This is an optimization exercise on Yosys and OpenROAD, whose aim is small area, not a production implementation. In this exercise RTL edits were held to simulation tests only and were not proved equivalent to the original. The clock port is modelled as an ideal driver, which makes a skipped or thinned clock tree look cheaper than it is; a real chip needs a root buffer or a tree. Power figures rest on the tool's default switching activity, not on a simulated workload.

Design bombMatrixBitMap, start of the top module:
module	bombMatrixBitMap	(
					input	logic	clk,
					input	logic	resetN,
					input logic	[10:0] offsetX, 
					input logic	[10:0] offsetY,
					input	logic	InsideRectangle,  
					input logic enter_hit,  
					input	 logic signed 	[10:0]	topLeftX,  
					input	 logic signed	[10:0]	topLeftY,   
					input logic OneSecPulse,
					input logic addBombCollected,
					output logic [3:0] explosionIndexX,
					output logic [3:0] explosionIndexY,
					output logic explodeBomb,
					output	logic	drawingRequest,  
					output	logic	[7:0] RGBout   
 ) ;
	logic [7:0] pos0, pos1, pos2, pos3;  
	logic v0, v1, v2, v3;                
	logic a1, a2;                        
	logic [3:0] bomb_counter;
	logic limit4;                        
	logic [3:0] k_q;                     
	logic odd_q;                         
	logic [7:0] player_sq, pixel_sq;
	assign player_sq = {topLeftY[8:5], topLeftX[8:5]};
	assign pixel_sq  = {offsetY[8:5], offsetX[8:5]};
	logic occupied, below_limit, place;
	assign occupied = (v0 && pos0 == player_sq) || (v1 && pos1 == player_sq) ||
	                  (v2 && pos2 == player_sq);
==> flow/config.mk <==
export PLATFORM = sky130hd
export DESIGN_NAME = bombMatrixBitMap
export DESIGN_NICKNAME = bombMatrixBitMap
export VERILOG_FILES = /design/flow/design.v
export SDC_FILE = /design/flow/constraint.sdc
export NUM_CORES = 4
export LEC_CHECK = 0
export ABC_AREA = 1
export CAP_MARGIN = 20
export CORE_MARGIN = 2
export CORE_UTILIZATION = 60
export CTS_BUF_LIST = sky130_fd_sc_hd__clkbuf_8
export SLEW_MARGIN = 20
==> flow/constraint.sdc <==
create_clock -name core_clock -period 10.0 [get_ports {clk}]
set_input_delay 2.0000 -clock core_clock [delete_from_list [all_inputs] [get_ports {clk}]]
set_output_delay 2.0000 -clock core_clock [all_outputs]
set_load 0.01 [all_outputs]
standard.sh (not shown) runs the stock make flow with config.mk's settings and CLKGATE_MAP_FILE= SYNTH_SCRIPT=/design/flow/synth_recipe.tcl, a recipe that flattens the netlist after the stock synthesis.
==> flow/flow/run.sh <==
#!/bin/bash
# The standard layout (standard.sh), with two changes:
# - ports are buffered with buf_1 instead of the default port buffer cell;
# - clock tree synthesis without dummy load cells.
set -e
export BUFFER_PORTS_ARGS="-buffer_cell sky130_fd_sc_hd__buf_1"
export CTS_ARGS="-sink_clustering_enable -repair_clock_nets -dont_use_dummy_load -buf_list sky130_fd_sc_hd__clkbuf_8"
bash standard.sh > standard.log 2>&1
==> next run, changes <==
--- a/flow/flow/run.sh
+++ b/flow/flow/run.sh
@@ -4 +4,2 @@
-# - clock tree synthesis without dummy load cells.
+# - the clock tree is two clkbuf_16 buffers fed by the clock port (clock_buffers.tcl,
+#   run as ORFS's PRE_CTS_TCL hook) instead of TritonCTS's H-tree.
@@ -7 +8 @@
-export CTS_ARGS="-sink_clustering_enable -repair_clock_nets -dont_use_dummy_load -buf_list sky130_fd_sc_hd__clkbuf_8"
+export PRE_CTS_TCL="$(pwd)/flow/clock_buffers.tcl"
==> flow/flow/clock_buffers.tcl (new file) <==
# PRE_CTS_TCL hook: a flat clock distribution in place of TritonCTS's H-tree.
# The clock port drives two clkbuf_16 buffers; each drives half of the flip-flops
# (split by x position) and is placed at their centre (detailed placement, run
# after CTS in cts.tcl, legalizes it). Both buffers are alike and load-balanced, so
# every register's clock arrives at (nearly) the same time.
proc insert_clock_buffers { cell nbuf } {
  set block [ord::get_db_block]
  set master [[ord::get_db] findMaster $cell]
  set clknet [$block findNet clk]
  set sinks {}
  foreach it [$clknet getITerms] {
    set bb [[$it getInst] getBBox]
    lappend sinks [list [expr {([$bb xMin] + [$bb xMax]) / 2}] [expr {([$bb yMin] + [$bb yMax]) / 2}] $it]
  }
  set sinks [lsort -integer -index 0 $sinks]
  set n [llength $sinks]
  for {set g 0} {$g < $nbuf} {incr g} {
    set lo [expr {$g * $n / $nbuf}]
    set hi [expr {($g + 1) * $n / $nbuf - 1}]
    set grp [lrange $sinks $lo $hi]
    set inst [odb::dbInst_create $block $master clkbuf_leaf_$g]
    set net [odb::dbNet_create $block clknet_leaf_$g]
    $net setSigType CLOCK
    set xs 0; set ys 0
    foreach s $grp {
      set it [lindex $s 2]
      $it disconnect
      $it connect $net
      set xs [expr {$xs + [lindex $s 0]}]
      set ys [expr {$ys + [lindex $s 1]}]
    }
    [$inst findITerm A] connect $clknet
    [$inst findITerm X] connect $net
    set m [llength $grp]
    $inst setLocation [expr {$xs / $m}] [expr {$ys / $m}]
    $inst setPlacementStatus PLACED
    puts "clock buffer clkbuf_leaf_$g ($cell) drives $m clock pins"
  }
}

insert_clock_buffers sky130_fd_sc_hd__clkbuf_16 2

# cts.tcl calls clock_tree_synthesis next; the tree is already built.
rename clock_tree_synthesis tritoncts_clock_tree_synthesis
proc clock_tree_synthesis { args } {
  puts "clock_tree_synthesis skipped: clock buffers inserted by clock_buffers.tcl"
  set_propagated_clock [all_clocks]
}
- CTS_BUF_LIST: sky130_fd_sc_hd__clkbuf_8 -> not set
=>
- die area is unchanged
- synthesized cell count is unchanged
- power decreases by about 9%
- design area went down by about 1.6%
- clock skew goes down by 14 ps
- core utilization fell by 1.1 points
- cell count goes down by 0.95%
The clock cells of the second run of this note come from the design's own scripts or RTL, not from TritonCTS.

separate check: timing with driven ports:
The flow's constraints put no driver on any port. The routed layouts listed below were extracted and timed again, unchanged, in two steps. Step 1 (the two cells are an assumption about what drives the block):
set clk [get_ports {clk}]
set_driving_cell -lib_cell sky130_fd_sc_hd__clkbuf_16 $clk
set_driving_cell -lib_cell sky130_fd_sc_hd__buf_2 [delete_from_list [all_inputs] $clk]
Step 2 also shifts input and output timing later by t, the mid clock arrival at the registers, as if the neighbouring blocks saw the same clock. a / b / c = ideal ports / drivers / drivers and shift; a / b = the first two.
run | shift t [ns] | setup slack, ns | worst hold slack (ns) | latest minus earliest clock arrival (ns) | worst data-port slew with drivers (ns)
the first run | 0.353 | 5.617 / 5.622 / 5.269 | 0.448 / 0.448 / 0.448 | 0.025 / 0.024 | 0.04
the second run | 0.218 | 5.449 / 5.475 / 5.257 | 0.472 / 0.472 / 0.472 | 0.011 / 0.011 | 0.03
After both steps setup and hold are still met in every run listed. For the first run, which loses most, drivers alone change the setup slack by +0.005 ns; drivers and shift together by -0.348 ns.
